Context: an optimization exercise on an open-source flow, tuned for small area, a short achievable clock period and few clock cycles. The choices shown serve that exercise and are no tape-out recipe. Only simulation tests tie the RTL to the original design; equivalence was not proved.

## flow/run.sh

```bash
#!/bin/bash
# synth_recipe.tcl (not shown) runs the flow's synth.tcl, then flattens the netlist and writes it again
# the make line also repeats each setting of config.mk as NAME=value (left out here)
make -C /OpenROAD-flow-scripts/flow DESIGN_CONFIG=/design/flow/config.mk WORK_HOME=/design/flow/orfs CLKGATE_MAP_FILE= SYNTH_SCRIPT=/design/flow/synth_recipe.tcl finish
```

## flow/config.mk

```make
export PLATFORM = sky130hd
export DESIGN_NAME = scr1_pipe_ialu
export DESIGN_NICKNAME = scr1_pipe_ialu
export VERILOG_FILES = /design/flow/design.v
export SDC_FILE = /design/flow/constraint.sdc
export NUM_CORES = 4
export LEC_CHECK = 0
export ABC_AREA = 1
export CAP_MARGIN = 20
export CORE_MARGIN = 2
export CORE_UTILIZATION = 40
export SETUP_SLACK_MARGIN = 5
export SLEW_MARGIN = 20
```

## flow/constraint.sdc

```tcl
create_clock -name core_clock -period 16.5 [get_ports {clk}]
set_input_delay 3.3000 -clock core_clock [delete_from_list [all_inputs] [get_ports {clk}]]
set_output_delay 3.3000 -clock core_clock [all_outputs]
set_load 0.01 [all_outputs]
```

## flow/design.v

```verilog
parameter int unsigned SCR1_MTVEC_BASE_WR_BITS = 26;     
parameter int unsigned SCR1_TDU_TRIG_NUM = 2;    
parameter bit [32-1:0]          SCR1_ARCH_RST_VECTOR        = 'h200;             
parameter bit [32-1:0]          SCR1_ARCH_MTVEC_BASE        = 'h1C0;             
parameter bit [32-1:0]   SCR1_TCM_ADDR_MASK          = 'hFFFF0000;        
parameter bit [32-1:0]   SCR1_TCM_ADDR_PATTERN       = 'h00480000;        
parameter bit [32-1:0]   SCR1_TIMER_ADDR_MASK        = 'hFFFFFFE0;        
parameter bit [32-1:0]   SCR1_TIMER_ADDR_PATTERN     = 'h00490000;        
localparam [32-1:0]      SCR1_SIM_EXIT_ADDR      = 32'h0000_00F8;
localparam [32-1:0]      SCR1_SIM_PRINT_ADDR     = 32'hF000_0000;
localparam [32-1:0]      SCR1_SIM_EXT_IRQ_ADDR   = 32'hF000_0100;
localparam [32-1:0]      SCR1_SIM_SOFT_IRQ_ADDR  = 32'hF000_0200;
typedef logic [32-1:0]  type_scr1_mprf_v;
typedef logic [32-1:0]  type_scr1_pc_v;
parameter int unsigned  SCR1_CSR_ADDR_WIDTH             = 12;
parameter int unsigned  SCR1_CSR_MTVEC_BASE_ZERO_BITS   = 6;
parameter int unsigned  SCR1_CSR_MTVEC_BASE_VAL_BITS    = 32-SCR1_CSR_MTVEC_BASE_ZERO_BITS;
parameter bit [32-1:SCR1_CSR_MTVEC_BASE_ZERO_BITS]  SCR1_CSR_MTVEC_BASE_WR_RST_VAL    =
                                      SCR1_CSR_MTVEC_BASE_VAL_BITS'(SCR1_ARCH_MTVEC_BASE >> SCR1_CSR_MTVEC_BASE_ZERO_BITS);
parameter int unsigned  SCR1_CSR_MTVEC_BASE_RO_BITS = (32-(SCR1_CSR_MTVEC_BASE_ZERO_BITS+SCR1_MTVEC_BASE_WR_BITS));
parameter int unsigned SCR1_EXC_CODE_WIDTH_E    = 4;
typedef enum logic [SCR1_EXC_CODE_WIDTH_E-1:0] {
    SCR1_EXC_CODE_INSTR_MISALIGN        = 4'd0,      
    SCR1_EXC_CODE_INSTR_ACCESS_FAULT    = 4'd1,      
    SCR1_EXC_CODE_ILLEGAL_INSTR         = 4'd2,      
    SCR1_EXC_CODE_BREAKPOINT            = 4'd3,      
    SCR1_EXC_CODE_LD_ADDR_MISALIGN      = 4'd4,      
    SCR1_EXC_CODE_LD_ACCESS_FAULT       = 4'd5,      
    SCR1_EXC_CODE_ST_ADDR_MISALIGN      = 4'd6,      
    SCR1_EXC_CODE_ST_ACCESS_FAULT       = 4'd7,      
    SCR1_EXC_CODE_ECALL_M               = 4'd11      
} type_scr1_exc_code_e;
parameter bit [SCR1_EXC_CODE_WIDTH_E-1:0] SCR1_EXC_CODE_IRQ_M_SOFTWARE      = 4'd3;
parameter bit [SCR1_EXC_CODE_WIDTH_E-1:0] SCR1_EXC_CODE_IRQ_M_TIMER         = 4'd7;
parameter bit [SCR1_EXC_CODE_WIDTH_E-1:0] SCR1_EXC_CODE_IRQ_M_EXTERNAL      = 4'd11;
parameter bit [SCR1_EXC_CODE_WIDTH_E-1:0] SCR1_EXC_CODE_RESET               = 4'd0;
typedef enum logic [1:0] {
    SCR1_OP_WIDTH_BYTE  = 2'b00,
    SCR1_OP_WIDTH_HALF  = 2'b01,
    SCR1_OP_WIDTH_WORD  = 2'b10
} type_scr1_op_width_e;
typedef enum logic [1:0] {
    SCR1_INSTR_RVC0     = 2'b00,
    SCR1_INSTR_RVC1     = 2'b01,
    SCR1_INSTR_RVC2     = 2'b10,
    SCR1_INSTR_RVI      = 2'b11
} type_scr1_instr_type_e;
typedef enum logic [6:2] {
    SCR1_OPCODE_LOAD        = 5'b00000,
    SCR1_OPCODE_MISC_MEM    = 5'b00011,
    SCR1_OPCODE_OP_IMM      = 5'b00100,
    SCR1_OPCODE_AUIPC       = 5'b00101,
    SCR1_OPCODE_STORE       = 5'b01000,
    SCR1_OPCODE_OP          = 5'b01100,
    SCR1_OPCODE_LUI         = 5'b01101,
    SCR1_OPCODE_BRANCH      = 5'b11000,
    SCR1_OPCODE_JALR        = 5'b11001,
    SCR1_OPCODE_JAL         = 5'b11011,
    SCR1_OPCODE_SYSTEM      = 5'b11100
} type_scr1_rvi_opcode_e;
localparam SCR1_IALU_OP_ALL_NUM_E = 2;
localparam SCR1_IALU_OP_WIDTH_E   = $clog2(SCR1_IALU_OP_ALL_NUM_E);
typedef enum logic [SCR1_IALU_OP_WIDTH_E-1:0] {
    SCR1_IALU_OP_REG_IMM,           
    SCR1_IALU_OP_REG_REG            
} type_scr1_ialu_op_sel_e;
localparam SCR1_IALU_CMD_ALL_NUM_E    = 23;
localparam SCR1_IALU_CMD_WIDTH_E      = $clog2(SCR1_IALU_CMD_ALL_NUM_E);
typedef enum logic [SCR1_IALU_CMD_WIDTH_E-1:0] {
    SCR1_IALU_CMD_NONE  = '0,    
    SCR1_IALU_CMD_AND,           
    SCR1_IALU_CMD_OR,            
    SCR1_IALU_CMD_XOR,           
    SCR1_IALU_CMD_ADD,           
    SCR1_IALU_CMD_SUB,           
    SCR1_IALU_CMD_SUB_LT,        
    SCR1_IALU_CMD_SUB_LTU,       
    SCR1_IALU_CMD_SUB_EQ,        
    SCR1_IALU_CMD_SUB_NE,        
    SCR1_IALU_CMD_SUB_GE,        
    SCR1_IALU_CMD_SUB_GEU,       
    SCR1_IALU_CMD_SLL,           
    SCR1_IALU_CMD_SRL,           
    SCR1_IALU_CMD_SRA            
    ,
    SCR1_IALU_CMD_MUL,           
    SCR1_IALU_CMD_MULHU,         
    SCR1_IALU_CMD_MULHSU,        
    SCR1_IALU_CMD_MULH,          
    SCR1_IALU_CMD_DIV,           
    SCR1_IALU_CMD_DIVU,          
    SCR1_IALU_CMD_REM,           
    SCR1_IALU_CMD_REMU           
} type_scr1_ialu_cmd_sel_e;
localparam SCR1_SUM2_OP_ALL_NUM_E    = 2;
localparam SCR1_SUM2_OP_WIDTH_E      = $clog2(SCR1_SUM2_OP_ALL_NUM_E);
typedef enum logic [SCR1_SUM2_OP_WIDTH_E-1:0] {
    SCR1_SUM2_OP_PC_IMM,         
    SCR1_SUM2_OP_REG_IMM         
} type_scr1_ialu_sum2_op_sel_e;
localparam SCR1_LSU_CMD_ALL_NUM_E   = 9;
localparam SCR1_LSU_CMD_WIDTH_E     = $clog2(SCR1_LSU_CMD_ALL_NUM_E);
typedef enum logic [SCR1_LSU_CMD_WIDTH_E-1:0] {
    SCR1_LSU_CMD_NONE = '0,
    SCR1_LSU_CMD_LB,
    SCR1_LSU_CMD_LH,
    SCR1_LSU_CMD_LW,
    SCR1_LSU_CMD_LBU,
    SCR1_LSU_CMD_LHU,
    SCR1_LSU_CMD_SB,
    SCR1_LSU_CMD_SH,
    SCR1_LSU_CMD_SW
} type_scr1_lsu_cmd_sel_e;
localparam SCR1_CSR_OP_ALL_NUM_E   = 2;
localparam SCR1_CSR_OP_WIDTH_E     = $clog2(SCR1_CSR_OP_ALL_NUM_E);
typedef enum logic [SCR1_CSR_OP_WIDTH_E-1:0] {
    SCR1_CSR_OP_IMM,
    SCR1_CSR_OP_REG
} type_scr1_csr_op_sel_e;
localparam SCR1_CSR_CMD_ALL_NUM_E   = 4;
localparam SCR1_CSR_CMD_WIDTH_E     = $clog2(SCR1_CSR_CMD_ALL_NUM_E);
typedef enum logic [SCR1_CSR_CMD_WIDTH_E-1:0] {
    SCR1_CSR_CMD_NONE = '0,
    SCR1_CSR_CMD_WRITE,
    SCR1_CSR_CMD_SET,
    SCR1_CSR_CMD_CLEAR
} type_scr1_csr_cmd_sel_e;
localparam SCR1_RD_WB_ALL_NUM_E = 7;
localparam SCR1_RD_WB_WIDTH_E   = $clog2(SCR1_RD_WB_ALL_NUM_E);
typedef enum logic [SCR1_RD_WB_WIDTH_E-1:0] {
    SCR1_RD_WB_NONE = '0,
    SCR1_RD_WB_IALU,             
    SCR1_RD_WB_SUM2,             
    SCR1_RD_WB_IMM,              
    SCR1_RD_WB_INC_PC,           
    SCR1_RD_WB_LSU,              
    SCR1_RD_WB_CSR               
} type_scr1_rd_wb_sel_e;
localparam SCR1_GPR_FIELD_WIDTH = 5;
typedef struct packed {
    logic                               instr_rvc;       
    type_scr1_ialu_op_sel_e             ialu_op;
    type_scr1_ialu_cmd_sel_e            ialu_cmd;
    type_scr1_ialu_sum2_op_sel_e        sum2_op;
    type_scr1_lsu_cmd_sel_e             lsu_cmd;
    type_scr1_csr_op_sel_e              csr_op;
    type_scr1_csr_cmd_sel_e             csr_cmd;
    type_scr1_rd_wb_sel_e               rd_wb_sel;
    logic                               jump_req;
    logic                               branch_req;
    logic                               mret_req;
    logic                               fencei_req;
    logic                               wfi_req;
    logic [SCR1_GPR_FIELD_WIDTH-1:0]    rs1_addr;        
    logic [SCR1_GPR_FIELD_WIDTH-1:0]    rs2_addr;
    logic [SCR1_GPR_FIELD_WIDTH-1:0]    rd_addr;
    logic [32-1:0]              imm;             
    logic                               exc_req;
    type_scr1_exc_code_e                exc_code;
} type_scr1_exu_cmd_s;
module scr1_pipe_ialu (
    input   logic                           clk,
    input   logic                           rst_n,
    input   logic                           exu2ialu_rvm_cmd_vd_i,
    output  logic                           ialu2exu_rvm_res_rdy_o,
    input   logic [32-1:0]          exu2ialu_main_op1_i,
    input   logic [32-1:0]          exu2ialu_main_op2_i,
    input   logic [SCR1_IALU_CMD_WIDTH_E-1:0] exu2ialu_cmd_i,
    output  logic [32-1:0]          ialu2exu_main_res_o,
    output  logic                           ialu2exu_cmp_res_o,
    input   logic [32-1:0]          exu2ialu_addr_op1_i,
    input   logic [32-1:0]          exu2ialu_addr_op2_i,
    output  logic [32-1:0]          ialu2exu_addr_res_o
);
logic [31:0] a, b;
logic [4:0]  cmd;
assign a   = exu2ialu_main_op1_i;
assign b   = exu2ialu_main_op2_i;
assign cmd = exu2ialu_cmd_i;
logic cmd_sll, cmd_sra, cmd_shr;
logic cmd_mul, cmd_div, cmd_mdu;
logic mul_hi, mul_a_sgn, mul_b_sgn;
logic div_sgn, div_rem;
assign cmd_sll   = (cmd == SCR1_IALU_CMD_SLL);
assign cmd_sra   = (cmd == SCR1_IALU_CMD_SRA);
assign cmd_shr   = (cmd == SCR1_IALU_CMD_SRL) | cmd_sra;
assign cmd_mul   = (cmd >= SCR1_IALU_CMD_MUL) & (cmd <= SCR1_IALU_CMD_MULH);
assign cmd_div   = (cmd >= SCR1_IALU_CMD_DIV) & (cmd <= SCR1_IALU_CMD_REMU);
assign cmd_mdu   = cmd_mul | cmd_div;
assign mul_hi    = (cmd != SCR1_IALU_CMD_MUL);
assign mul_a_sgn = (cmd == SCR1_IALU_CMD_MULH) | (cmd == SCR1_IALU_CMD_MULHSU);
assign mul_b_sgn = (cmd == SCR1_IALU_CMD_MULH);
assign div_sgn   = (cmd == SCR1_IALU_CMD_DIV) | (cmd == SCR1_IALU_CMD_REM);
assign div_rem   = (cmd == SCR1_IALU_CMD_REM) | (cmd == SCR1_IALU_CMD_REMU);
assign ialu2exu_addr_res_o = exu2ialu_addr_op1_i + exu2ialu_addr_op2_i;
logic        sum_sub;
logic [32:0] sum_res;
logic        cmp_lt, cmp_ltu, cmp_eq;
assign sum_sub = (cmd != SCR1_IALU_CMD_ADD);
assign sum_res = 33'(({1'b0, a, 1'b1} + {1'b0, b ^ {32{sum_sub}}, sum_sub}) >> 1);
assign cmp_ltu = ~sum_res[32];
assign cmp_lt  = (a[31] ^ b[31]) ? a[31] : sum_res[31];
assign cmp_eq  = (a == b);
logic        busy_ff;            
logic [3:0]  cnt_ff, cnt_next;   
logic [31:0] hi_ff, hi_next;     
logic [32:0] lo_ff, lo_next;     
logic [31:0] dvs_ff;             
logic        dvs_ci_ff;          
logic        neg_q_ff, neg_r_ff;  
logic        cnt_zero;
logic        mdu_rdy;
logic [31:0] mdu_res;
assign cnt_zero = (cnt_ff == 4'd0);
logic        div_a_neg, div_b_neg;
logic [31:0] div_a_abs;
logic [4:0]  lz_a, lz_b;
logic        z_a, z_b;
logic        div_b_zero;
logic [6:0]  div_q_est;          
logic        div_imm;            
logic [3:0]  div_m;              
function automatic logic [5:0] lzc32(input logic [31:0] x);    
    logic [15:0] y16;
    logic [7:0]  y8;
    logic [3:0]  y4;
    logic [1:0]  y2;
    logic [4:0]  n;
    n[4] = ~|x[31:16];
    y16  = n[4] ? x[15:0] : x[31:16];
    n[3] = ~|y16[15:8];
    y8   = n[3] ? y16[7:0] : y16[15:8];
    n[2] = ~|y8[7:4];
    y4   = n[2] ? y8[3:0] : y8[7:4];
    n[1] = ~|y4[3:2];
    y2   = n[1] ? y4[1:0] : y4[3:2];
    n[0] = ~y2[1];
    lzc32 = {~|x, n};
endfunction
assign div_a_neg  = div_sgn & a[31];
assign div_b_neg  = div_sgn & b[31];
logic [31:0] neg_in, neg_out;
logic        neg_en;
assign neg_out   = (neg_in ^ {32{neg_en}}) + {31'd0, neg_en};
assign div_a_abs = neg_out;
assign {z_a, lz_a} = lzc32(a ^ {32{div_a_neg}});
assign {z_b, lz_b} = lzc32(b ^ {32{div_b_neg}});
assign div_b_zero = (b == 32'd0);
always_comb begin
    logic [6:0] nb_a, nb_b;
    nb_a = (z_a ? 7'd0 : 7'd32 - {2'd0, lz_a}) + {6'd0, div_a_neg};
    nb_b =  z_b ? 7'd0 : 7'd32 - {2'd0, lz_b};
    div_q_est = nb_a - nb_b + 7'd1;
end
always_comb begin
    logic [32:0] x, m;
    x = div_a_neg ? {~a, 1'b1} : {1'b0, a};
    m = x;
    for (int i = 1; i < 33; i = i * 2) m = m | (m >> i);
    div_imm = div_b_zero | |({1'b0, b ^ {32{div_b_neg}}} & ~m);
end
always_comb begin
    logic [6:0] q;
    q = (~div_q_est[6] & (div_q_est > 7'd32)) ? 7'd32 : div_q_est;
    div_m = 4'd1;
    for (int i = 1; i <= 11; i++)
        if (q > 7'(3 * i - 3) && q <= 7'(3 * i)) div_m = 4'(i);
end
logic [31:0] sh_in, sh_out, shft_res;
always_comb for (int i = 0; i < 32; i++) sh_in[i] = cmd_sll ? a[31-i] : a[i];
assign sh_out = 32'($signed({cmd_sra & a[31], sh_in}) >>> b[4:0]);
always_comb for (int i = 0; i < 32; i++) shft_res[i] = cmd_sll ? sh_out[31-i] : sh_out[i];
logic [31:0] nrm_hi;
logic [32:0] nrm_lo;
always_comb begin
    logic [64:0] v;
    v = {div_a_abs, 33'd0};
    if (div_m[0]) v = {3'd0,  v[64:3]};
    if (div_m[1]) v = {6'd0,  v[64:6]};
    if (div_m[2]) v = {12'd0, v[64:12]};
    if (div_m[3]) v = {24'd0, v[64:24]};
    nrm_hi = v[64:33];
    nrm_lo = v[32:0];
end
logic [31:0] div_r_next;
logic [32:0] div_q_next;
logic [31:0] div_res;
function automatic logic [34:0] bk_add34(input logic [33:0] x, input logic [33:0] y, input logic ci);
    logic [33:0] g, p, h;
    g = x & y;
    h = x ^ y;
    p = h;
    g[0] = g[0] | (p[0] & ci);
    for (int d = 1; d < 34; d = d * 2)
        for (int i = 2 * d - 1; i < 34; i = i + 2 * d) begin
            g[i] = g[i] | (p[i] & g[i - d]);
            p[i] = p[i] & p[i - d];
        end
    for (int d = 16; d >= 1; d = d / 2)
        for (int i = 3 * d - 1; i < 34; i = i + 2 * d) begin
            g[i] = g[i] | (p[i] & g[i - d]);
            p[i] = p[i] & p[i - d];
        end
    bk_add34 = {g[33], h ^ {g[32:0], ci}};
endfunction
always_comb begin
    logic [32:0] t;
    logic [33:0] d;
    logic [31:0] r;
    logic [32:0] q;
    r = hi_ff[31:0];
    q = lo_ff;
    for (int i = 0; i < 3; i++) begin
        t = {r, q[32]};
        d = 34'(bk_add34({1'b0, t}, {2'b11, dvs_ff}, dvs_ci_ff));
        r = d[33] ? t[31:0] : d[31:0];
        q = {q[31:0], ~d[33]};
    end
    div_r_next = r;
    div_q_next = q;
end
assign neg_in = ~busy_ff ? a : div_rem ? div_r_next : div_q_next[31:0];
assign neg_en = ~busy_ff ? div_a_neg : div_rem ? neg_r_ff : neg_q_ff;
assign div_res = busy_ff ? neg_out : div_rem ? a : {32{div_b_zero}};
logic [31:0] mul_res;
logic [63:0] mul_acc_next;
logic [1:0]  mul_ny;             
logic        mul_swap;
logic [31:0] mul_x, mul_y;
logic [8:0]  mul_c_next;
logic [8:0]  mul_c_ff;           
logic        mul_sx_ff, mul_sy_ff, mul_first_ff;
function automatic logic [1:0] sig_bytes(input logic [31:0] y, input logic sgn);
    logic s;
    logic [3:0] ext;             
    s = sgn & y[31];
    for (int i = 1; i < 4; i++)
        ext[i] = (y[8*i +: 8] == {8{s}}) & (~sgn | (y[8*i-1] == s));
    ext[0] = 1'b0;
    if      (~ext[3])           sig_bytes = 2'd3;
    else if (~ext[2])           sig_bytes = 2'd2;
    else if (~ext[1])           sig_bytes = 2'd1;
    else                        sig_bytes = 2'd0;
endfunction
always_comb begin
    logic [1:0] idx;
    idx = busy_ff ? 2'(cnt_ff - 4'd1) : mul_ny;
    mul_c_next = {mul_y[8*idx +: 8], (idx == 2'd0) ? 1'b0 : mul_y[8*idx - 1]};
end
always_comb begin
    logic [1:0] ny_a, ny_b;
    ny_a     = sig_bytes(a, mul_a_sgn);
    ny_b     = sig_bytes(b, mul_b_sgn);
    mul_swap = (ny_a < ny_b);
    mul_x    = mul_swap ? b : a;
    mul_y    = mul_swap ? a : b;
    mul_ny   = mul_swap ? ny_a : ny_b;
end
always_comb begin
    logic [32:0] xs;             
    logic [8:0]  ce;             
    logic        u;
    logic [63:0] accrow, rows, negs;
    xs   = {mul_sx_ff, dvs_ff};
    ce   = mul_c_ff;
    u    = mul_first_ff & ~mul_sy_ff & ce[8];
    rows = '0;
    negs = '0;
    for (int j = 0; j < 4; j++) begin
        logic [2:0]  t;
        logic        neg, one, two;
        logic [33:0] m, r;
        t   = ce[2*j +: 3];
        neg = t[2] & ~(t[1] & t[0]);
        one = t[1] ^ t[0];
        two = t[2] ? (~t[1] & ~t[0]) : (t[1] & t[0]);
        m   = ({34{one}} & {xs[32], xs}) | ({34{two}} & {xs, 1'b0});
        r   = m ^ {34{neg}};
        rows = rows + ({30'd0, ~r[33], r[32:0]} << (2 * j));
        negs[2*j] = neg;
    end
    accrow = mul_first_ff ? ({{31{u & xs[32]}}, xs & {33{u}}} << 8)
                          : {hi_ff[23:0], lo_ff[31:0], 8'd0};
    mul_acc_next = accrow + rows + negs + 64'hFFFF_FF56_0000_0000;
end
assign mul_res = mul_hi ? mul_acc_next[63:32] : mul_acc_next[31:0];
assign mdu_rdy = busy_ff ? cnt_zero : (cmd_div & div_imm);
assign mdu_res = cmd_mul ? mul_res : div_res;
always_comb begin
    if (busy_ff)      cnt_next = cnt_ff - 4'd1;
    else if (cmd_mul) cnt_next = {2'd0, mul_ny};
    else              cnt_next = div_m - 4'd1;
end
assign hi_next = ~cmd_mul ? (busy_ff ? div_r_next : nrm_hi)
                          : mul_acc_next[63:32];
assign lo_next = ~cmd_mul ? (busy_ff ? div_q_next : nrm_lo)
                          : {1'b0, mul_acc_next[31:0]};
always_ff @(posedge clk, negedge rst_n) begin
    if (~rst_n) busy_ff <= 1'b0;
    else        busy_ff <= exu2ialu_rvm_cmd_vd_i & cmd_mdu & ~mdu_rdy;
end
always_ff @(posedge clk) begin
    cnt_ff    <= cnt_next;
    hi_ff     <= hi_next;
    lo_ff     <= lo_next;
    dvs_ff    <= cmd_mul ? mul_x : (b ^ {32{~div_b_neg}});
    dvs_ci_ff <= ~div_b_neg;
    mul_c_ff  <= mul_c_next;
    mul_sx_ff <= mul_swap ? (mul_b_sgn & b[31]) : (mul_a_sgn & a[31]);
    mul_sy_ff <= mul_swap ? mul_a_sgn : mul_b_sgn;
    mul_first_ff <= ~busy_ff;
    neg_q_ff  <= div_a_neg ^ div_b_neg;
    neg_r_ff  <= div_a_neg;
end
always_comb begin
    ialu2exu_main_res_o    = '0;
    ialu2exu_cmp_res_o     = 1'b0;
    ialu2exu_rvm_res_rdy_o = 1'b1;
    case (cmd)
        SCR1_IALU_CMD_AND     : ialu2exu_main_res_o = a & b;
        SCR1_IALU_CMD_OR      : ialu2exu_main_res_o = a | b;
        SCR1_IALU_CMD_XOR     : ialu2exu_main_res_o = a ^ b;
        SCR1_IALU_CMD_ADD,
        SCR1_IALU_CMD_SUB     : ialu2exu_main_res_o = sum_res[31:0];
        SCR1_IALU_CMD_SUB_LT  : ialu2exu_cmp_res_o  = cmp_lt;
        SCR1_IALU_CMD_SUB_LTU : ialu2exu_cmp_res_o  = cmp_ltu;
        SCR1_IALU_CMD_SUB_EQ  : ialu2exu_cmp_res_o  = cmp_eq;
        SCR1_IALU_CMD_SUB_NE  : ialu2exu_cmp_res_o  = ~cmp_eq;
        SCR1_IALU_CMD_SUB_GE  : ialu2exu_cmp_res_o  = ~cmp_lt;
        SCR1_IALU_CMD_SUB_GEU : ialu2exu_cmp_res_o  = ~cmp_ltu;
        SCR1_IALU_CMD_SLL,
        SCR1_IALU_CMD_SRL,
        SCR1_IALU_CMD_SRA     : ialu2exu_main_res_o = shft_res;
        SCR1_IALU_CMD_MUL,
        SCR1_IALU_CMD_MULHU,
        SCR1_IALU_CMD_MULHSU,
        SCR1_IALU_CMD_MULH,
        SCR1_IALU_CMD_DIV,
        SCR1_IALU_CMD_DIVU,
        SCR1_IALU_CMD_REM,
        SCR1_IALU_CMD_REMU    : begin
            ialu2exu_main_res_o    = mdu_res;
            ialu2exu_rvm_res_rdy_o = mdu_rdy;
        end
        default : begin end
    endcase
    if ((cmd >= SCR1_IALU_CMD_SUB_LT) & (cmd <= SCR1_IALU_CMD_SUB_GEU))
        ialu2exu_main_res_o = {31'd0, ialu2exu_cmp_res_o};
end
endmodule
```

==> run notes, run 1 <==
- Setup WS pre-CTS: 2262 ps
- Global-route wire length before repair: about 290000 microns
- Synth Area in Adders: 0.2226
- Die area: between 0.09 and 0.1 sq mm
- Post-route clock period utilization: 0.7245
- Initial antenna violation count: 4
- EDFF count, synth: 0
- Mapped Area: ~0.035 sq mm
- GP Congestion: 1.081
- Total number of vias: between 40000 and 50000
- Max_cap viols: 0
- Ratio of cells with drive above 1 in the final layout: 0.1875
- Nets: between 6000 and 7000
- Worst-margin pin slew: 1381 ps
- Synth unique cells: 76
- Starting Density: 0.4024
- Post-route ant nets: 0
- Routed len/inst: about 29 microns
- Final-report setup violation count: 0
- Post-Syn Nets: between 6000 and 7000
- Outcome: complete, no violations
- Yosys reg bits: 117
- Layout Skew: roughly 23 ps
- Largest net degree at the start of global routing: 96
- Final hold violations: 0
- Fmax: 83.66 MHz
- Final Util: 0.5153
- Crit path kind: flip-flop to primary output
- Hold Path Depth: 2
- H-tree Lvls: 4
- IO buf count: around 200
- Via density: a little over 6
- Iteration-0 DRC Markers: between 5000 and 6000
- Global-route usage over all layers: 0.4344
- DIE HEIGHT: roughly 300 microns
- RSZ-0062 raised after global routing: true
- CTS tree: done
- Fin crit period: 11950 ps
- Critical Path Source Type: flip-flop
- Most common cell after layout, fill and taps aside: nand2_1
- Worst skew pair latency: 460 ps
- Die W: around 300 microns
- Worst min-delay path class: flip-flop to flip-flop
- Crit-path most repeated cell: nand2_2
- CTS max path bufs: 2
- Final Slew Violations: 0
- Critical Path RT: about 13000 ps
- Slew headroom: 0.06741
- CP arrival: between 8000 and 9000 ps
- Slowest cell on crit path: fa_1
- Area of the multi-input gates: roughly 0.033 sq mm
- Synth Instances: about 5800
- Vias in the first global route: roughly 40000
- Cell row count: roughly 110
- Post-detail-place hpwl: ~160000 microns
- TritonCTS Sinks: 117
- Top-Level Pins: between 200 and 250
- Pre-antenna DRT Iters: 6
- Hold bufs inserted after CTS: 0
- Register area: about 0.0024 sq mm
- Post-synthesis xor/xnor area fraction: 0.09099
- Top_reg_cell synth: dfxtp_1
- Compound-Gate Fraction of Synth Area: 0.2217
- Hold Slack: 506.4 ps
- DRT Wirelength: 207200 microns
- Synth warn: 1
- Area grow syn2layout: 28.05%
- Largest family of logic cells by synthesized area: simple AND/OR/NAND/NOR gates
- Fillcell total: approximately 9100
- Crit-path max FO: 6
- Setup TNS: 0 ps
- Post-synthesis mux area share: 0.002294
- CP Capture Type: primary output
- Simple-Gate Fraction of Synth Area: 0.2879
- TritonCTS buffer count: 17
- CTS Root Cell: clkbuf_16
- Post-Syn Area per Cell: about 6 sq um
- Core area: 0.08810 sq mm
- Grt ovf: 0
- Post-synth ARST share: 0.008547
- Residual DRC: 0
- Sequential-to-total area share from yosys stat: 0.06621
- Max incr delay on CP: about 570 ps
- Cells on worst reg2reg path: 88
- Commonest cells after routing, fill and taps aside: 1180 x nand2_1, 642 x inv_1, 401 x o21ai_0
- Worst-path clk slew: 70 ps
- Final setup margin: ~4500 ps
==> registers in the layout, summed over array words and instances (netlist names), 4 cells and up <==
register,flops
cnt_ff,4
mul_c_ff,9
hi_ff,32
lo_ff,33
dvs_ff,32
==> cell families after synthesis <==
logic type	Yosys count
and+or+nand+nor	2387
AOI/OAI and AO/OA	1364
buffers and inverters	982
adders and majority gates	543
xor gates and xnor gates	364
DFF	117
muxes	8
==> critical path: cells and delay by family (launching register included) <==
kind	cells	cell delay (ps)
and+or+nand+nor	34	3710
DFF	1	360
adders and majority gates	5	1790
buffers and inverters	9	1030
AOI/OAI and AO/OA	6	1310
==> Yosys cell counts, types with 31 or more instances <==
master | n | share of area
xor2_1 | 304 | 0.075
o21ai_1 | 56 | 0.0079
nand3_1 | 457 | 0.065
nand4_1 | 58 | 0.010
nand2_1 | 1367 | 0.14
nor4_1 | 31 | 0.0055
xnor2_1 | 55 | 0.014
dfxtp_1 | 116 | 0.066
a31oi_1 | 63 | 0.011
o22ai_1 | 180 | 0.032
nor3_1 | 33 | 0.0047
a21oi_1 | 412 | 0.058
clkbuf_1 | 182 | 0.019
o21ai_0 | 423 | 0.060
buf_2 | 32 | 0.0045
o211ai_1 | 36 | 0.0076
fa_1 | 146 | 0.082
ha_1 | 397 | 0.14
inv_1 | 667 | 0.071
nor2_1 | 351 | 0.037
==> metrics by stage <==
step,instances,area (sq um)
finish,7264,45400
global route,7260,45390
CTS,7156,42590
detailed placement,6983,38740
global placement,6983,38740
floorplan,5765,35450
==> layout make-up <==
type / count / area share
clock inverter: 15 / 0.004575
antenna: 4 / 0.0002205
timing repair buffer: 542 / 0.1095
tap: 1165 / 0.03211
sequential: 117 / 0.05303
inverter: 725 / 0.06188
clock buffer: 17 / 0.009371
multi-input combinational: 4679 / 0.7293
==> routing by layer <==
metal / global-route usage / part of all wire
met1: 0.5394 / 0.39
met2: 0.6808 / 0.44
met3: 0.05482 / 0.082
met4: 0.3431 / 0.095
met5: 0 / 0.000063
==> worst paths after layout <==
check	from	endpoint	slack, ps
max in group asynchronous	rst_n	busy_ff$_DFF_PN0_	13220
max reg2reg	dvs_ff[0]$_DFF_P_	lo_ff[32]$_SDFF_PP0_	5110
min in group asynchronous	rst_n	busy_ff$_DFF_PN0_	3070
max	dvs_ff[0]$_DFF_P_	ialu2exu_main_res_o[31]	4550
min	lo_ff[6]$_DFF_P_	lo_ff[9]$_DFF_P_	510
min reg2reg	lo_ff[6]$_DFF_P_	lo_ff[9]$_DFF_P_	510
==> timing repair <==
item / 4_1_cts / 5_1_grt
pin swaps: 129 / 174
resized for setup: 585 / 461
gates cloned: 10 / 6
buffers inserted: 131 / 97
endpoints found under the setup margin: 99 / 98
Testbench counts, summed over its fixed seeds: cycles 38,987.
==> run 2, diff against run 1 <==
--- a/flow/design.v
+++ b/flow/design.v
@@ -356,15 +356,36 @@
     mul_y    = mul_swap ? a : b;
     mul_ny   = mul_swap ? ny_a : ny_b;
 end
+function automatic logic [63:0] bk_add64(input logic [63:0] x, input logic [63:0] y);
+    logic [63:0] g, p, h;
+    g = x & y;
+    h = x ^ y;
+    p = h;
+    for (int d = 1; d < 64; d = d * 2)
+        for (int i = 2 * d - 1; i < 64; i = i + 2 * d) begin
+            g[i] = g[i] | (p[i] & g[i - d]);
+            p[i] = p[i] & p[i - d];
+        end
+    for (int d = 16; d >= 1; d = d / 2)
+        for (int i = 3 * d - 1; i < 64; i = i + 2 * d) begin
+            g[i] = g[i] | (p[i] & g[i - d]);
+            p[i] = p[i] & p[i - d];
+        end
+    bk_add64 = h ^ {g[62:0], 1'b0};
+endfunction
+function automatic logic [127:0] csa64(input logic [63:0] x, input logic [63:0] y, input logic [63:0] z);
+    csa64 = {x ^ y ^ z, ((x & y) | (x & z) | (y & z)) << 1};
+endfunction
 always_comb begin
     logic [32:0] xs;             
     logic [8:0]  ce;             
     logic        u;
-    logic [63:0] accrow, rows, negs;
+    logic [63:0] accrow, negs;
+    logic [63:0] br [4];
+    logic [63:0] s1, c1, s2, c2, s3, c3, s4, c4, s5, c5;
     xs   = {mul_sx_ff, dvs_ff};
     ce   = mul_c_ff;
     u    = mul_first_ff & ~mul_sy_ff & ce[8];
-    rows = '0;
     negs = '0;
     for (int j = 0; j < 4; j++) begin
         logic [2:0]  t;
@@ -376,12 +397,17 @@
         two = t[2] ? (~t[1] & ~t[0]) : (t[1] & t[0]);
         m   = ({34{one}} & {xs[32], xs}) | ({34{two}} & {xs, 1'b0});
         r   = m ^ {34{neg}};
-        rows = rows + ({30'd0, ~r[33], r[32:0]} << (2 * j));
+        br[j] = {30'd0, ~r[33], r[32:0]} << (2 * j);
         negs[2*j] = neg;
     end
     accrow = mul_first_ff ? ({{31{u & xs[32]}}, xs & {33{u}}} << 8)
                           : {hi_ff[23:0], lo_ff[31:0], 8'd0};
-    mul_acc_next = accrow + rows + negs + 64'hFFFF_FF56_0000_0000;
+    {s1, c1} = csa64(accrow, br[0], br[1]);
+    {s2, c2} = csa64(br[2], br[3], negs);
+    {s3, c3} = csa64(s1, c1, s2);
+    {s4, c4} = csa64(s3, c3, c2);
+    {s5, c5} = csa64(s4, c4, 64'hFFFF_FF56_0000_0000);
+    mul_acc_next = bk_add64(s5, c5);
 end
 assign mul_res = mul_hi ? mul_acc_next[63:32] : mul_acc_next[31:0];
 assign mdu_rdy = busy_ff ? cnt_zero : (cmd_div & div_imm);
==> run notes, run 2 <==
- Outcome: complete, no violations
- Layout Skew: 16.67 ps (-5.957 ps)
- Post-Syn Area per Cell: 6.317 sq um (+2.7%)
- Sequential-to-total area share from yosys stat: 0.06871 (+0.002500)
- Hold bufs inserted after CTS: 0 (unchanged)
- Worst min-delay path class: flip-flop to flip-flop
- Top_reg_cell synth: dfxtp_1
- Global-route usage over all layers: 0.4172 (-0.01725)
- Mapped Area: 0.03416 sq mm (-3.6%)
- Final-report setup violation count: 0 (unchanged)
- Crit-path max FO: 6 (unchanged)
- Post-route ant nets: 0 (unchanged)
- Initial antenna violation count: 10 (+6)
- CP Capture Type: primary output
- Iteration-0 DRC Markers: 5689 (+5.0%)
- EDFF count, synth: 0 (unchanged)
- Core area: 0.08488 sq mm (-3.7%)
- Routed len/inst: 27.66 microns (-3.0%)
- Register area: 0.002425 sq mm (+0.73%)
- Synth unique cells: 70 (-7.9%)
- Commonest cells after routing, fill and taps aside: 1095 x nand2_1, 581 x inv_1, 396 x nand3_1
- Worst-path clk slew: 60 ps (about the same)
- CTS max path bufs: 2 (unchanged)
- DIE HEIGHT: 296.2 microns (-1.8%)
- GP Congestion: 1.110 (+2.7%)
- Crit-path most repeated cell: nand2_2
- Worst skew pair latency: 480 ps (+20 ps)
- Synth warn: 2 (+1)
- Post-synth ARST share: 0.008547 (unchanged)
- Slowest cell on crit path: dfxtp_2
- Grt ovf: 0 (unchanged)
- Yosys reg bits: 117 (unchanged)
- Top reg by flops: lo_ff
- Post-route clock period utilization: 0.7269 (+0.002428)
- Largest net degree at the start of global routing: 72 (-25%)
- Die area: 0.08776 sq mm (-3.6%)
- TritonCTS buffer count: 17 (unchanged)
- Top-count cell post-synth: nand2_1
- Fin crit period: 11990 ps (+40.06 ps)
- Setup TNS: 0 ps (unchanged)
- Max_cap viols: 0 (unchanged)
- TritonCTS Sinks: 117 (unchanged)
- CTS Root Cell: clkbuf_16
- Pre-antenna DRT Iters: 7 (+1)
- Crit path kind: flip-flop to primary output
- Total number of vias: 42560 (-4.4%)
- Post-synth top cells: 1282 x nand2_1, 602 x inv_1, 472 x nand3_1
- Worst-margin pin slew: 1202 ps (-179.4 ps)
- Cell row count: 107 (-1.8%)
- Ratio of cells with drive above 1 in the final layout: 0.1976 (+0.01004)
- Area leader, netlist: ha_1
- CTS tree: done
- Most common cell after layout, fill and taps aside: nand2_1
- Nets: 6450 (-4.6%)
- H-tree Lvls: 4 (unchanged)
- Residual DRC: 0 (unchanged)
- Die W: 296.2 microns (-1.8%)
- CP arrival: 8690 ps (+40 ps)
- Fmax: 83.38 MHz (-0.33%)
- Starting Density: 0.4025 (about the same)
- Top-Level Pins: 202 (unchanged)
- Final hold violations: 0 (unchanged)
- Area of the multi-input gates: 0.03163 sq mm (-4.5%)
- DRT Wirelength: 191000 microns (-7.8%)
- Area grow syn2layout: 28.65%
- Post-detail-place hpwl: 143500 microns (-12%)
- Max FFs per register: 33 (unchanged)
- Fillcell total: 8593 (-5.2%)
- Vias in the first global route: 39720 (-3.6%)
- Critical Path Source Type: flip-flop
- Synth Instances: 5408 (-6.2%)
- Yosys top cell area share: 0.1432 (-0.001530)
- Biggest regs: lo_ff (33), dvs_ff (32), hi_ff (32)
- Final Util: 0.5178 (+0.002525)
- Final Slew Violations: 0 (unchanged)
- Post-Syn Nets: 6110 (-5.2%)
- RSZ-0062 raised after global routing: true
- Critical Path RT: 13200 ps (about the same)
- Max incr delay on CP: 660 ps (+90 ps)
- Global-route wire length before repair: 267700 microns (-6.9%)
- Slew headroom: 0.1987 (+0.1313)
- Via density: 6.163 (+0.58%)
- IO buf count: 201 (unchanged)
- Top post-synthesis cells by area: ha_1 14%, nand2_1 14%, fa_1 10%
run 2: cell count changes in the layout (fill, tap and decap cells not counted), sizes merged, moves of 35 or more:
cell / before / now
nand2: 1409 / 1326
a21oi: 416 / 320
inv: 699 / 628
a31oi: 63 / 28
nor2: 369 / 311
o21ai: 490 / 429
run 2: metal layers:
metal / vias up / wire, microns / global-route usage
li1: 18900 / - / -
met1: 19860 / 70690 / 0.5153
met5: - / 83 / 0
met2: 2967 / 78720 / 0.6198
met3: 816 / 23340 / 0.1156
met4: 14 / 18180 / 0.3056
run 2: cells by family after synthesis:
kind of cell / share of synthesized area
compound gates: 0.2043
xor+xnor: 0.08435
fa+ha+maj: 0.2458
buf+inv: 0.1061
flops: 0.06871
mux: 0.004395
simple gates: 0.2864
run 2: repair_timing:
action | CTS | global route
buffers inserted | 160 | 95
gates resized for setup | 568 | 475
pin swaps | 128 | 194
endpoints found under the setup margin | 98 | 101
gates cloned | 11 | 6
run 2: final timing paths:
check	start	to	slack [ps]	depth (start not counted)
setup / recovery	dvs_ff[7]$_DFF_P_	ialu2exu_main_res_o[28]	4510	50
hold / removal	cnt_ff[2]$_DFF_P_	cnt_ff[2]$_DFF_P_	500	2
setup reg to reg	dvs_ff[7]$_DFF_P_	hi_ff[14]$_DFF_P_	4710	90
hold reg to reg	cnt_ff[2]$_DFF_P_	cnt_ff[2]$_DFF_P_	500	2
max in group asynchronous	rst_n	busy_ff$_DFF_PN0_	13420	1
min in group asynchronous	rst_n	busy_ff$_DFF_PN0_	2960	1
run 2: area by class of cell:
class	instances	share of cell area
timing repair buffer	563	0.1196
clock inverter	8	0.002761
sequential	117	0.05517
tap	1144	0.03257
multi-input combinational	4383	0.7196
antenna	2	0.0001139
clock buffer	23	0.01133
timing repair inverter	1	0.0001708
inverter	665	0.05870
run 2: critical path: cells and delay by family (launching register included):
| kind | cells | cell delay (ps) |
|---|---|---|
| adders and majority gates | 7 | 2050 |
| AOI/OAI and AO/OA | 9 | 1780 |
| and+or+nand+nor | 26 | 2810 |
| DFF | 1 | 660 |
| buffers and inverters | 7 | 750 |
| xor gates and xnor gates | 1 | 140 |
run 2: through the flow:
stage                     hold slack (ps)  std cells  setup WS, ps  instance area [sq um]
after floorplan                     456.3       5408          5690                  34160
after detailed placement            481.4       6601          2439                  37330
after CTS                           497.0       6803          4797                  41230
final                               503.1       6906          4506                  43950
after global routing                543.0       6904          4324                  43940
after global placement              476.5       6601          2591                  37330
Testbench counts of run 2, summed over its fixed seeds: cycles 38,987.
==> run 3, diff against run 2 <==
--- a/flow/config.mk
+++ b/flow/config.mk
@@ -8,6 +8,7 @@
 export ABC_AREA = 1
 export CAP_MARGIN = 20
 export CORE_MARGIN = 2
-export CORE_UTILIZATION = 40
+export CORE_UTILIZATION = 55
 export SETUP_SLACK_MARGIN = 5
 export SLEW_MARGIN = 20
+export TNS_END_PERCENT = 0
==> run notes, run 3 <==
- Post-synth top cells: 1282 x nand2_1, 602 x inv_1, 472 x nand3_1
- H-tree Lvls: 4 (unchanged)
- Starting Density: 0.5546 (+0.1521)
- Max incr delay on CP: 450 ps (-210 ps)
- Non-Filler Instances: 6481 (-6.2%)
- Routed wl met3: 29960 microns (+28%)
- Worst min-delay path class: flip-flop to flip-flop
- Post-Syn Nets: 6110 (unchanged)
- Slew headroom: 0.1632 (-0.03543)
- Crit path kind: flip-flop to primary output
- Ratio of cells with drive above 1 in the final layout: 0.1567 (-0.04090)
- Crit-path max FO: 5 (-1)
- Fillcell total: 5451 (-37%)
- Post-detail-place hpwl: 134100 microns (-6.6%)
- Post-synth ARST share: 0.008547 (unchanged)
- Critical Path RT: 13200 ps (about the same)
- Top post-synthesis cells by area: ha_1 14%, nand2_1 14%, fa_1 10%
- Final-report setup violation count: 0 (unchanged)
- Mapped Area: 0.03416 sq mm (unchanged)
- Post-route ant nets: 0 (unchanged)
- GP Congestion: 1.162 (+4.7%)
- Initial antenna violation count: 18 (+8)
- Hold Slack: 514.3 ps (+11.28 ps)
- Die area: 0.06412 sq mm (-27%)
- Max_cap viols: 0 (unchanged)
- RSZ-0062 raised after global routing: true
- CTS max path bufs: 2 (unchanged)
- Die W: 253.2 microns (-15%)
- TritonCTS Sinks: 117 (unchanged)
- Layout Skew: 14.95 ps (-1.720 ps)
- Register area: 0.002401 sq mm (-0.98%)
- Top_reg_cell synth: dfxtp_1
- Area grow syn2layout: 21.78%
- Met1 wire length: 60930 microns (-14%)
- Worst-margin pin slew: 1242 ps (+40.02 ps)
- Highest routed layer: met5
- Pre-antenna DRT Iters: 13 (+6)
- Worst-path clk slew: 70 ps (about the same)
- Top-count cell post-synth: nand2_1
- Max FFs per register: 33 (unchanged)
- Fin crit period: 12430 ps (+439.1 ps)
- Biggest regs: lo_ff (33), dvs_ff (32), hi_ff (32)
- Crit-path most repeated cell: nand2_1
- Final setup margin: 4067 ps (-439.1 ps)
- Post-route clock period utilization: 0.7535 (+0.02661)
- Final hold violations: 0 (unchanged)
- Commonest cells after routing, fill and taps aside: 1129 x nand2_1, 588 x inv_1, 418 x nand3_1
- Setup TNS: 0 ps (unchanged)
- Global-route usage over all layers: 0.5496 (+0.1324)
- TritonCTS buffer count: 17 (unchanged)
- Fin area: 0.04160 sq mm (-5.3%)
- DIE HEIGHT: 253.2 microns (-15%)
- DP Area: 0.03686 sq mm (-1.3%)
- Cell row count: 91 (-15%)
- Global-route wire length before repair: 259500 microns (-3.1%)
- Nets: 6325 (-1.9%)
- Vias in the first global route: 39740 (+0.045%)
- Largest net degree at the start of global routing: 97 (+35%)
- Worst skew pair latency: 460 ps (-20 ps)
- Area of the multi-input gates: 0.03092 sq mm (-2.2%)
- Via density: 6.777 (+10%)
- Grt ovf: 0 (unchanged)
- Placed cell count: 6282 (-4.8%)
- Met2 WL post-DR: 71380 microns (-9.3%)
- Sequential-to-total area share from yosys stat: 0.06871 (unchanged)
- Total number of vias: 43920 (+3.2%)
- Top-Level Pins: 202 (unchanged)
- Fmax: 80.43 MHz (-3.5%)
- Critical Path Source Type: flip-flop
- CTS tree: done
- IO buf count: 201 (unchanged)
- Top reg by flops: lo_ff
- Synth Instances: 5408 (unchanged)
- Slowest cell on crit path: a21oi_4
- Routed len/inst: 28.48 microns (+3.0%)
- Synth warn: 2 (unchanged)
- Setup WS pre-CTS: 2796 ps (+356.8 ps)
- Post-Syn Area per Cell: 6.317 sq um (unchanged)
- CP Capture Type: primary output
- Final Slew Violations: 0 (unchanged)
- CTS Root Cell: clkbuf_16
- Area leader, netlist: ha_1
- Core area: 0.06160 sq mm (-27%)
- EDFF count, synth: 0 (unchanged)
- DRT Wirelength: 184600 microns (-3.4%)
- Most common cell after layout, fill and taps aside: nand2_1
- Hold bufs inserted after CTS: 0 (unchanged)
- Iteration-0 DRC Markers: 7923 (+39%)
- Outcome: complete, no violations
- Synth unique cells: 70 (unchanged)
- Residual DRC: 0 (unchanged)
- CP arrival: 9130 ps (+440 ps)
- Yosys reg bits: 117 (unchanged)
- Yosys top cell area share: 0.1432 (unchanged)
-- run 3: cell types whose count changed in the layout (fill, tap and decap cells not counted), moves of 18 or more --
| cell | change |
|---|---|
| nand3_1 | +22 |
| nand2_1 | +34 |
| buf_6 | -66 |
| buf_4 | -56 |
| nor2_1 | +18 |
| nand2_2 | -29 |
| nand3_2 | -27 |
-- run 3: critical path, delay by kind of cell (launching register included) --
| kind | cells | cell delay [ps] |
|---|---|---|
| simple gates | 27 | 3230 |
| fa+ha+maj | 7 | 2240 |
| compound gates | 9 | 1530 |
| buf+inv | 8 | 1080 |
| flops | 1 | 340 |
| xor+xnor | 1 | 220 |
-- run 3: cell families after synthesis --
group	after synthesis	share of synthesized area
XOR/XNOR	329	0.08435
adder cells (fa/ha/maj)	566	0.2458
buffers and inverters	918	0.1061
AO/OA/AOI/OAI	1185	0.2043
flip-flops	117	0.06871
multiplexers	15	0.004395
AND/OR/NAND/NOR	2278	0.2864
-- run 3: metrics by stage --
stage / utilization
after global routing: 0.6750
final: 0.6754
after detailed placement: 0.5984
after global placement: 0.5984
after floorplan: -
after CTS: 0.6475
-- run 3: what timing repair did --
| item | CTS | global route |
|---|---|---|
| setup endpoints to repair | 99 | 101 |
| cloned | 9 | 6 |
| buffers inserted | 84 | 58 |
| gates resized for setup | 446 | 300 |
| pin swaps | 88 | 157 |
-- run 3: worst paths after layout --
| check | from | end | slack [ps] | depth (start not counted) |
|---|---|---|---|---|
| min in group asynchronous | rst_n | busy_ff$_DFF_PN0_ | 3070 | 1 |
| worst min-delay path | cnt_ff[2]$_DFF_P_ | cnt_ff[2]$_DFF_P_ | 510 | 2 |
| worst max register to register | lo_ff[32]$_SDFF_PP0_ | hi_ff[9]$_DFF_P_ | 4240 | 88 |
| worst max-delay path | lo_ff[32]$_SDFF_PP0_ | ialu2exu_main_res_o[19] | 4070 | 52 |
| worst min register to register | cnt_ff[2]$_DFF_P_ | cnt_ff[2]$_DFF_P_ | 510 | 2 |
| max in group asynchronous | rst_n | busy_ff$_DFF_PN0_ | 13190 | 1 |
-- run 3: final cells by class --
| class | count | area share |
|---|---|---|
| Timing Repair Buffer | 440 | 0.09844 |
| Multi-Input combinational cell | 4382 | 0.7433 |
| Inverter | 665 | 0.06114 |
| Antenna cell | 8 | 0.0004812 |
| Clock inverter | 14 | 0.003429 |
| Tap cell | 837 | 0.02517 |
| Clock buffer | 18 | 0.01032 |
| Sequential cell | 117 | 0.05772 |
-- run 3: routing by layer --
| layer | global-route usage | vias to the layer above |
|---|---|---|
| met3 | 0.2309 | 1373 |
| met5 | 0.02857 | - |
| met2 | 0.7716 | 3988 |
| met4 | 0.4891 | 22 |
| li1 | - | 18670 |
| met1 | 0.6324 | 19870 |
==> run 4, diff against run 3 <==
--- a/flow/design.v
+++ b/flow/design.v
@@ -328,7 +328,9 @@
 logic        mul_swap;
 logic [31:0] mul_x, mul_y;
 logic [8:0]  mul_c_next;
-logic [8:0]  mul_c_ff;           
+logic [11:0] mul_bd_ff;          
+logic        mul_u_ff;           
+logic [11:0] mul_bd_next;
 logic        mul_sx_ff, mul_sy_ff, mul_first_ff;
 function automatic logic [1:0] sig_bytes(input logic [31:0] y, input logic sgn);
     logic s;
@@ -346,6 +348,13 @@
     logic [1:0] idx;
     idx = busy_ff ? 2'(cnt_ff - 4'd1) : mul_ny;
     mul_c_next = {mul_y[8*idx +: 8], (idx == 2'd0) ? 1'b0 : mul_y[8*idx - 1]};
+    for (int j = 0; j < 4; j++) begin
+        logic [2:0] t;
+        t = mul_c_next[2*j +: 3];
+        mul_bd_next[3*j +: 3] = {t[2] & ~(t[1] & t[0]),
+                                 t[1] ^ t[0],
+                                 t[2] ? (~t[1] & ~t[0]) : (t[1] & t[0])};
+    end
 end
 always_comb begin
     logic [1:0] ny_a, ny_b;
@@ -378,23 +387,17 @@
 endfunction
 always_comb begin
     logic [32:0] xs;             
-    logic [8:0]  ce;             
     logic        u;
     logic [63:0] accrow, negs;
     logic [63:0] br [4];
     logic [63:0] s1, c1, s2, c2, s3, c3, s4, c4, s5, c5;
     xs   = {mul_sx_ff, dvs_ff};
-    ce   = mul_c_ff;
-    u    = mul_first_ff & ~mul_sy_ff & ce[8];
+    u    = mul_u_ff;
     negs = '0;
     for (int j = 0; j < 4; j++) begin
-        logic [2:0]  t;
         logic        neg, one, two;
         logic [33:0] m, r;
-        t   = ce[2*j +: 3];
-        neg = t[2] & ~(t[1] & t[0]);
-        one = t[1] ^ t[0];
-        two = t[2] ? (~t[1] & ~t[0]) : (t[1] & t[0]);
+        {neg, one, two} = mul_bd_ff[3*j +: 3];
         m   = ({34{one}} & {xs[32], xs}) | ({34{two}} & {xs, 1'b0});
         r   = m ^ {34{neg}};
         br[j] = {30'd0, ~r[33], r[32:0]} << (2 * j);
@@ -431,7 +434,8 @@
     lo_ff     <= lo_next;
     dvs_ff    <= cmd_mul ? mul_x : (b ^ {32{~div_b_neg}});
     dvs_ci_ff <= ~div_b_neg;
-    mul_c_ff  <= mul_c_next;
+    mul_bd_ff <= mul_bd_next;
+    mul_u_ff  <= ~busy_ff & ~(mul_swap ? mul_a_sgn : mul_b_sgn) & mul_c_next[8];
     mul_sx_ff <= mul_swap ? (mul_b_sgn & b[31]) : (mul_a_sgn & a[31]);
     mul_sy_ff <= mul_swap ? mul_a_sgn : mul_b_sgn;
     mul_first_ff <= ~busy_ff;
==> run notes, run 4 <==
- Outcome: complete, no violations
- Critical Path Source Type: flip-flop
- Core area: 0.06171 sq mm (+0.18%)
- Final-report setup violation count: 0 (unchanged)
- Synth Instances: 5431 (+0.43%)
- Total number of vias: 42820 (-2.5%)
- Post-Syn Area per Cell: 6.315 sq um (about the same)
- Yosys top cell area share: 0.1437 (+0.0005407)
- Worst-path clk slew: 70 ps (about the same)
- Largest net degree at the start of global routing: 90 (-7.2%)
- Pre-antenna DRT Iters: 12 (-1)
- CTS tree: done
- RSZ-0062 raised after global routing: true
- Ratio of cells with drive above 1 in the final layout: 0.1190 (-0.03769)
- Sequential-to-total area share from yosys stat: 0.07020 (+0.001486)
- CP Capture Type: primary output
- Die W: 253.7 microns (+0.19%)
- Setup WS pre-CTS: 2909 ps (+113.1 ps)
- Worst min-delay path class: flip-flop to flip-flop
- Die area: 0.06437 sq mm (+0.38%)
- Final Util: 0.6505 (-0.02489)
- TritonCTS buffer count: 17 (unchanged)
- Synth Area in Adders: 0.2459 (about the same)
- Crit-path max FO: 11 (+6)
- Yosys reg bits: 120 (+2.6%)
- GP Congestion: 1.155 (-0.67%)
- Area grow syn2layout: 17.05%
- Residual DRC: 0 (unchanged)
- Crit-path most repeated cell: nand2_1
- Setup TNS: 0 ps (unchanged)
- CTS Root Cell: clkbuf_16
- Nets: 6281 (-0.70%)
- Max incr delay on CP: 520 ps (+70 ps)
- DRT Wirelength: 177700 microns (-3.8%)
- Worst skew pair latency: 470 ps (about the same)
- Max FFs per register: 33 (unchanged)
- Fillcell total: 5680 (+4.2%)
- Final Slew Violations: 0 (unchanged)
- Synth unique cells: 73 (+4.3%)
- Most common cell after layout, fill and taps aside: nand2_1
- TritonCTS Sinks: 120 (+2.6%)
- Synth warn: 2 (unchanged)
- Top-count cell post-synth: nand2_1
- Post-route ant nets: 0 (unchanged)
- Grt ovf: 0 (unchanged)
- CP arrival: 9020 ps (-110 ps)
- Simple-Gate Fraction of Synth Area: 0.2813 (-0.005157)
- Global-route usage over all layers: 0.5304 (-0.01923)
- H-tree Lvls: 4 (unchanged)
- Slew headroom: 0.03588 (-0.1274)
- Fin crit period: 12320 ps (-109.4 ps)
- Max_cap viols: 0 (unchanged)
- Hold Slack: 503.9 ps (-10.45 ps)
- Starting Density: 0.5557 (+0.001126)
- Post-detail-place hpwl: 133400 microns (-0.50%)
- IO buf count: 201 (unchanged)
- Top-Level Pins: 202 (unchanged)
- Post-synth top cells: 1289 x nand2_1, 583 x inv_1, 451 x nand3_1
- Fin area: 0.04014 sq mm (-3.5%)
- Hold bufs inserted after CTS: 0 (unchanged)
- Biggest regs: lo_ff (33), dvs_ff (32), hi_ff (32)
- Iteration-0 DRC Markers: 6893 (-13%)
- Mapped Area: 0.03429 sq mm (+0.39%)
- Post-route clock period utilization: 0.7469 (-0.006632)
- EDFF count, synth: 0 (unchanged)
- Post-synth ARST share: 0.008333 (-0.0002137)
- Top reg by flops: lo_ff
- Cell row count: 91 (unchanged)
- Layout Skew: 24.87 ps (+9.920 ps)
- Post-synthesis xor/xnor area fraction: 0.08556 (+0.001206)
- Critical Path RT: 13200 ps (about the same)
- Compound-Gate Fraction of Synth Area: 0.2092 (+0.004902)
- Vias in the first global route: 39220 (-1.3%)
- Post-synthesis mux area share: 0.004123 (-0.0002724)
- Largest family of logic cells by synthesized area: simple AND/OR/NAND/NOR gates
- Initial antenna violation count: 15 (-3)
- Fmax: 81.15 MHz (+0.89%)
- Routed len/inst: 27.62 microns (-3.0%)
- Area leader, netlist: ha_1
- DIE HEIGHT: 253.7 microns (+0.19%)
- DP Area: 0.03694 sq mm (+0.20%)
- Slowest cell on crit path: fa_2
- CTS max path bufs: 2 (unchanged)
- Commonest cells after routing, fill and taps aside: 1204 x nand2_1, 569 x inv_1, 419 x nand3_1
- Via density: 6.656 (-1.8%)
- Post-Syn Nets: 6136 (+0.43%)
- Worst-margin pin slew: 1431 ps (+189.0 ps)
- Final setup margin: 4176 ps (+109.4 ps)
- Final hold violations: 0 (unchanged)
- Crit path kind: flip-flop to primary output
- Global-route wire length before repair: 251100 microns (-3.2%)
- Top_reg_cell synth: dfxtp_1
- Top post-synthesis cells by area: ha_1 14%, nand2_1 14%, fa_1 10%
run 4: layer usage:
layer,up-vias,wire length [microns],track usage
met3,1210,24950,0.1969
met4,16,20770,0.4840
met2,3497,72940,0.7903
li1,18620,-,-
met1,19470,58900,0.5872
met5,-,123,0.0007722
run 4: area by class of cell:
type | instances | area, sq um | share of cell area
multi-input combinational | 4408 | 30150 | 0.7512
timing repair buffer | 380 | 3417 | 0.08512
inverter | 649 | 2479 | 0.06175
sequential | 120 | 2457 | 0.06122
tap | 837 | 1047 | 0.02609
clock buffer | 17 | 425.4 | 0.01060
clock inverter | 15 | 145.1 | 0.003616
antenna | 7 | 17.52 | 0.0004364
run 4: logic make-up after synthesis:
logic type / after synthesis
muxes: 14
xor gates and xnor gates: 335
adders and majority gates: 569
DFF: 120
and+or+nand+nor: 2254
AOI/OAI and AO/OA: 1231
buffers and inverters: 908
run 4: what timing repair did:
action	CTS	global route
gates cloned	5	1
endpoints found under the setup margin	98	99
resized for setup	321	188
pin swaps	78	104
buffers inserted	47	45
run 4: through the flow:
step	instances
final	6433
after global routing	6426
after CTS	6380
after detailed placement	6296
after global placement	6296
after floorplan	5431
run 4: worst paths after layout:
check | slack (ps) | depth (start not counted) | from | endpoint
worst min-delay path | 500 | 2 | cnt_ff[2]$_DFF_P_ | cnt_ff[2]$_DFF_P_
max in group asynchronous | 13210 | 1 | rst_n | busy_ff$_DFF_PN0_
min in group asynchronous | 3070 | 1 | rst_n | busy_ff$_DFF_PN0_
worst min register to register | 500 | 2 | cnt_ff[2]$_DFF_P_ | cnt_ff[2]$_DFF_P_
worst max register to register | 7460 | 49 | lo_ff[32]$_SDFF_PP0_ | hi_ff[19]$_DFF_P_
worst max-delay path | 4180 | 49 | lo_ff[32]$_SDFF_PP0_ | ialu2exu_main_res_o[31]
run 4: worst max-delay path: cells and delay by family (launching register included):
kind | cells | cell delay, ps
compound gates | 11 | 2130
fa+ha+maj | 7 | 2500
buf+inv | 7 | 890
flops | 1 | 380
simple gates | 24 | 2630
Testbench counts of run 4, summed over its fixed seeds: cycles 38,987.

[port drivers added, routing unchanged]
The flow's constraints put no driver on any port. The routed layouts listed below were extracted and timed again, unchanged, in two steps. Step 1: set_driving_cell puts a clkbuf_16 on clk and a buf_2 on each other input, an assumption about the parent block. Step 2, shift: input delay + t, output delay - t, t = (earliest + latest rising clock arrival at the registers) / 2. This alone moves slack from input paths to output paths. Slacks: no drivers / after step 1 / after step 2; pairs: no drivers / after step 1.
run	t, ns	setup slack, ns	clock arrival spread, ns	worst slew at a driven data input, ns
run 1	0.513	4.546 / 4.478 / 4.663	0.023 / 0.022	0.07
run 2	0.536	4.506 / 4.437 / 4.707	0.017 / 0.017	0.06
run 3	0.521	4.067 / 4.000 / 4.236	0.015 / 0.014	0.07
run 4	0.530	4.176 / 4.106 / 4.232	0.025 / 0.024	0.06
After both steps every run listed still meets setup and hold.
